This is an optimization exercise on Yosys and OpenROAD, whose aim is small area, not a production implementation.
Only simulation tests tie the RTL to the original design; equivalence was not proved.

exp/ember:
==> flow/design.v (excerpt) <==
module hdcp_cipher(
		   input wire    clk,
		   input         reset,
		   input [55:0]  Km,               
		   input [63:0]  An,               
		   input         hdcpBlockCipher_init,  
		   input         authentication,   
		   input         hdcpRekeyCipher,  
		   input         hdcpStreamCipher, 
		   output [23:0] pr_data,          
		   output reg    stream_ready      
		   );
clock: 4.0 ns
lec_check: 0
cap_margin: 20
core_margin: 2
core_utilization: 40
slew_margin: 20
run.sh (not shown) runs the stock make flow with config.mk's settings and CLKGATE_MAP_FILE= SYNTH_SCRIPT=/design/flow/synth_recipe.tcl, a recipe that flattens the netlist after the stock synthesis.
Input changes introduced in exp/sierra (baseline for comparison: exp/ember):
Settings: CTS_BUF_LIST newly set to sky130_fd_sc_hd__clkbuf_4.
==> flow/flow/run.sh (new file) <==
#!/bin/bash
cp standard.sh standard_sh_copy.txt
export BUFFER_PORTS_ARGS="-buffer_cell sky130_fd_sc_hd__buf_1"
bash standard.sh > standard.log 2>&1
==> flow/standard.sh (new file) <==
#!/bin/bash
# synth_recipe.tcl (not shown) runs the flow's synth.tcl, then flattens the netlist and writes it again
# the make line also repeats each setting of config.mk as NAME=value (left out here)
make -C /OpenROAD-flow-scripts/flow DESIGN_CONFIG=/design/flow/config.mk WORK_HOME=/design/flow/orfs CLKGATE_MAP_FILE= SYNTH_SCRIPT=/design/flow/synth_recipe.tcl "${@:-finish}"
removed: flow/run.sh
==> results.txt <==
- Comparing exp/ember and exp/sierra, met2 demand-to-capacity share in global routing is higher on exp/ember.
- Summary: with exp/ember as the reference, total met2 wirelength after detailed routing in exp/sierra moved down by a few percent.
- met4 as the highest signal layer in the routed design was reported by exp/ember, and met5 by exp/sierra.
- Of the two values seen for type of the most critical hold path, input port to register was produced by exp/sierra and input port to async pin by exp/ember.
--- input diff exp/sierra..exp/yarrow ---
Settings: CTS_CLUSTER_DIAMETER newly set to 50; CTS_BUF_LIST changed from sky130_fd_sc_hd__clkbuf_4 to sky130_fd_sc_hd__clkbuf_8; CTS_CLUSTER_SIZE newly set to 14.
Findings:
- In the reports for exp/sierra and exp/yarrow, the larger highest clock rate belongs to exp/yarrow.
- Looking at wire length of the first global-routing pass, exp/yarrow sits 1.2% lower than exp/sierra does.
- Comparing exp/sierra and exp/yarrow, the lower detailed-routed wire length on met2 is on exp/yarrow.
- Taking exp/sierra as the reference point, the number of buffers added to fix hold violations after cts of exp/yarrow falls by 1.
- exp/yarrow ended with less share of the clock period used by the worst path after layout than exp/sierra.
- On wire length: between exp/sierra and exp/yarrow, it ends up lower for exp/yarrow.
Edits applied to the flow inputs when going from exp/yarrow to exp/cedar:
Settings: CTS_CLUSTER_SIZE no longer set, was 14; CTS_CLUSTER_DIAMETER no longer set, was 50; CTS_BUF_LIST no longer set, was sky130_fd_sc_hd__clkbuf_8.
## What came out
Delta (exp/cedar minus exp/yarrow): number of library cell types mapped by synthesis held.
exp/cedar ended with less via count of the first global-routing pass than exp/yarrow.
Comparing exp/cedar and exp/yarrow, the higher clock-cell share of area was measured on exp/cedar.
Diff exp/yarrow -> exp/cedar | utilization | increase of 0.72 points
exp/yarrow → exp/cedar: detailed-route wire length essentially unchanged; layout-stage area growth over the synthesis result now larger; amount of wire on met3 after detailed routing went down; setup slack now sits higher.
| met2 track demand over resource in global routing | exp/yarrow vs exp/cedar | ≈ equal |

========
Another version of the RTL of hdcp_cipher (not shown whole).
Size in the first run: about 2,200 cells after synthesis, ~150 I/O pins, about 20,000 sq um of cells after synthesis.
==> flow/config.mk <==
export PLATFORM = sky130hd
export DESIGN_NAME = hdcp_cipher
export DESIGN_NICKNAME = hdcp_cipher
export VERILOG_FILES = /design/flow/design.v
export SDC_FILE = /design/flow/constraint.sdc
export NUM_CORES = 4
export LEC_CHECK = 0
export CAP_MARGIN = 20
export CORE_MARGIN = 2
export CORE_UTILIZATION = 40
export CTS_BUF_LIST = sky130_fd_sc_hd__clkbuf_8
export CTS_CLUSTER_DIAMETER = 50
export CTS_CLUSTER_SIZE = 14
export SLEW_MARGIN = 20
==> flow/constraint.sdc <==
create_clock -name core_clock -period 4.0 [get_ports {clk}]
set_input_delay 0.8000 -clock core_clock [delete_from_list [all_inputs] [get_ports {clk}]]
set_output_delay 0.8000 -clock core_clock [all_outputs]
set_load 0.01 [all_outputs]
standard.sh (not shown) runs the stock make flow with config.mk's settings and CLKGATE_MAP_FILE= SYNTH_SCRIPT=/design/flow/synth_recipe.tcl, a recipe that flattens the netlist after the stock synthesis.
==> flow/flow/run.sh <==
#!/bin/bash
# The standard synthesis, then an area-oriented re-mapping of the
# combinational logic (the flip-flops are kept as they are, with their
# names and cell types), then the standard layout with plain buf_1
# cells as the port buffers.
set -euo pipefail
W=$PWD
RES=$W/orfs/results/sky130hd/hdcp_cipher/base
LIB=$FLOW_HOME/platforms/sky130hd/lib/sky130_fd_sc_hd__tt_025C_1v80.lib

# 1. standard synthesis (up to the Yosys netlist)
bash standard.sh $RES/1_2_yosys.v > synth_standard.log 2>&1
cp $RES/1_2_yosys.v $W/netlist_standard.v

# 2. re-map the combinational logic for area
grep -oE "^\s*sky130_fd_sc_hd__\w+" $W/netlist_standard.v | tr -d ' ' | sort -u > $W/cells_used.txt
python3 $W/flow/mkcells.py $LIB $W/cells_used.txt > $W/cell_models.v
printf 'set_driving_cell sky130_fd_sc_hd__buf_1\nset_load 5\n' > $W/abc.constr
sed -e "s#@LIB@#$LIB#g" -e "s#@W@#$W#g" $W/flow/resyn.ys > $W/resyn_run.ys
yosys -s $W/resyn_run.ys > $W/resyn.log 2>&1
cp $W/netlist_resyn.v $RES/1_2_yosys.v

# 3. the rest of the standard flow
export BUFFER_PORTS_ARGS="-buffer_cell sky130_fd_sc_hd__buf_1"
bash standard.sh > standard.log 2>&1
==> flow/flow/resyn.ys <==
read_verilog @W@/cell_models.v
read_verilog @W@/netlist_standard.v
hierarchy -top hdcp_cipher
flatten
hierarchy -top hdcp_cipher
read_liberty -lib -ignore_redef @LIB@
techmap
opt -purge
abc -liberty @LIB@ -dont_use sky130_fd_sc_hd__probe_p_8 -dont_use sky130_fd_sc_hd__probec_p_8 -dont_use *lpflow* -constr @W@/abc.constr -script @W@/flow/resyn.abc
splitnets
opt_clean -purge
hilomap -singleton -hicell sky130_fd_sc_hd__conb_1 HI -locell sky130_fd_sc_hd__conb_1 LO
insbuf -buf sky130_fd_sc_hd__buf_4 A X
check -assert -mapped
stat -liberty @LIB@
write_verilog -noattr -nohex -nodec @W@/netlist_resyn.v
Other scripts of this flow, unchanged in this note and not shown: flow/flow/mkcells.py, flow/flow/resyn.abc
The first run completed without violations.
Next try:
--- a/flow/flow/resyn.ys
+++ b/flow/flow/resyn.ys
@@ -5,0 +6 @@
+rename -hide w:_*_.*
CTS_BUF_LIST = sky130_fd_sc_hd__clkbuf_4   (was sky130_fd_sc_hd__clkbuf_8)
CTS_CLUSTER_DIAMETER = 40   (was 50)
CTS_CLUSTER_SIZE = 8   (was 14)
The new run finished clean.
Cell area barely changes.
Core utilization came out higher by 0.21 points.
Cell count came out higher by 0.97%.
Worst setup slack is worse by 0.023 ns.
Clock-buffer cell count came out higher by 37.
Next try:
CAP_MARGIN = 5   (was 20)
CTS_BUF_LIST = sky130_fd_sc_hd__clkbuf_8   (was sky130_fd_sc_hd__clkbuf_4)
CTS_CLUSTER_DIAMETER = 50   (was 40)
CTS_CLUSTER_SIZE = 14   (was 8)
SLEW_MARGIN = 5   (was 20)
=> Register-to-register slack gets worse by 0.02 ns; maximum frequency rose by 1.1%; sequential share of layout area came out higher by 0.26 points; synthesized cell count stays the same; wire length goes down by 0.52%; via count went down by 0.66%; synthesized area does not change.

-- port drivers added, routing unchanged --
The flow's constraints put no driver on any port. The routed layouts listed below were extracted and timed again, unchanged, in two steps.
Step 1 sets driving cells, clkbuf_16 on the clock port and buf_2 on the other inputs (assumed; they add their load-dependent delay and slew).
Step 2 moves the port delays by t, midway between the first and last clock arrival at a register: inputs arrive t later, outputs are due t later. That takes back most of the time a late clock gives input paths.
Three values: no drivers, after step 1, after step 2; two values: the first two.
run | t, ns | setup slack, ns | hold slack, ns | worst register clock-pin slew, ns | worst data-port slew with drivers (ns) | pins driven straight from the clock port
exp/ember | 0.649 | 0.124 / 0.059 / 0.708 | 0.424 / 0.380 / 0.452 | 0.07 / 0.07 | 0.08 | 1
exp/sierra | 0.916 | 0.117 / 0.059 / 0.875 | 0.114 / 0.078 / 0.438 | 0.08 / 0.08 | 0.07 | 1
exp/yarrow | 0.716 | 0.333 / 0.275 / 0.894 | 0.031 / -0.008 / 0.458 | 0.10 / 0.10 | 0.08 | 1
exp/cedar | 0.629 | 0.462 / 0.402 / 0.917 | 0.124 / 0.083 / 0.452 | 0.07 / 0.07 | 0.08 | 1
the first run of note 2 | 0.738 | 0.086 / 0.027 / 0.420 | 0.275 / 0.236 / 0.459 | 0.10 / 0.10 | 0.06 | 1
the second run of note 2 | 0.888 | 0.063 / 0.004 / 0.212 | 0.119 / 0.084 / 0.449 | 0.10 / 0.10 | 0.06 | 1
the third run of note 2 | 0.723 | 0.105 / 0.048 / 0.189 | 0.296 / 0.264 / 0.456 | 0.09 / 0.09 | 0.06 | 1
After both steps setup and hold are still met in every run listed.
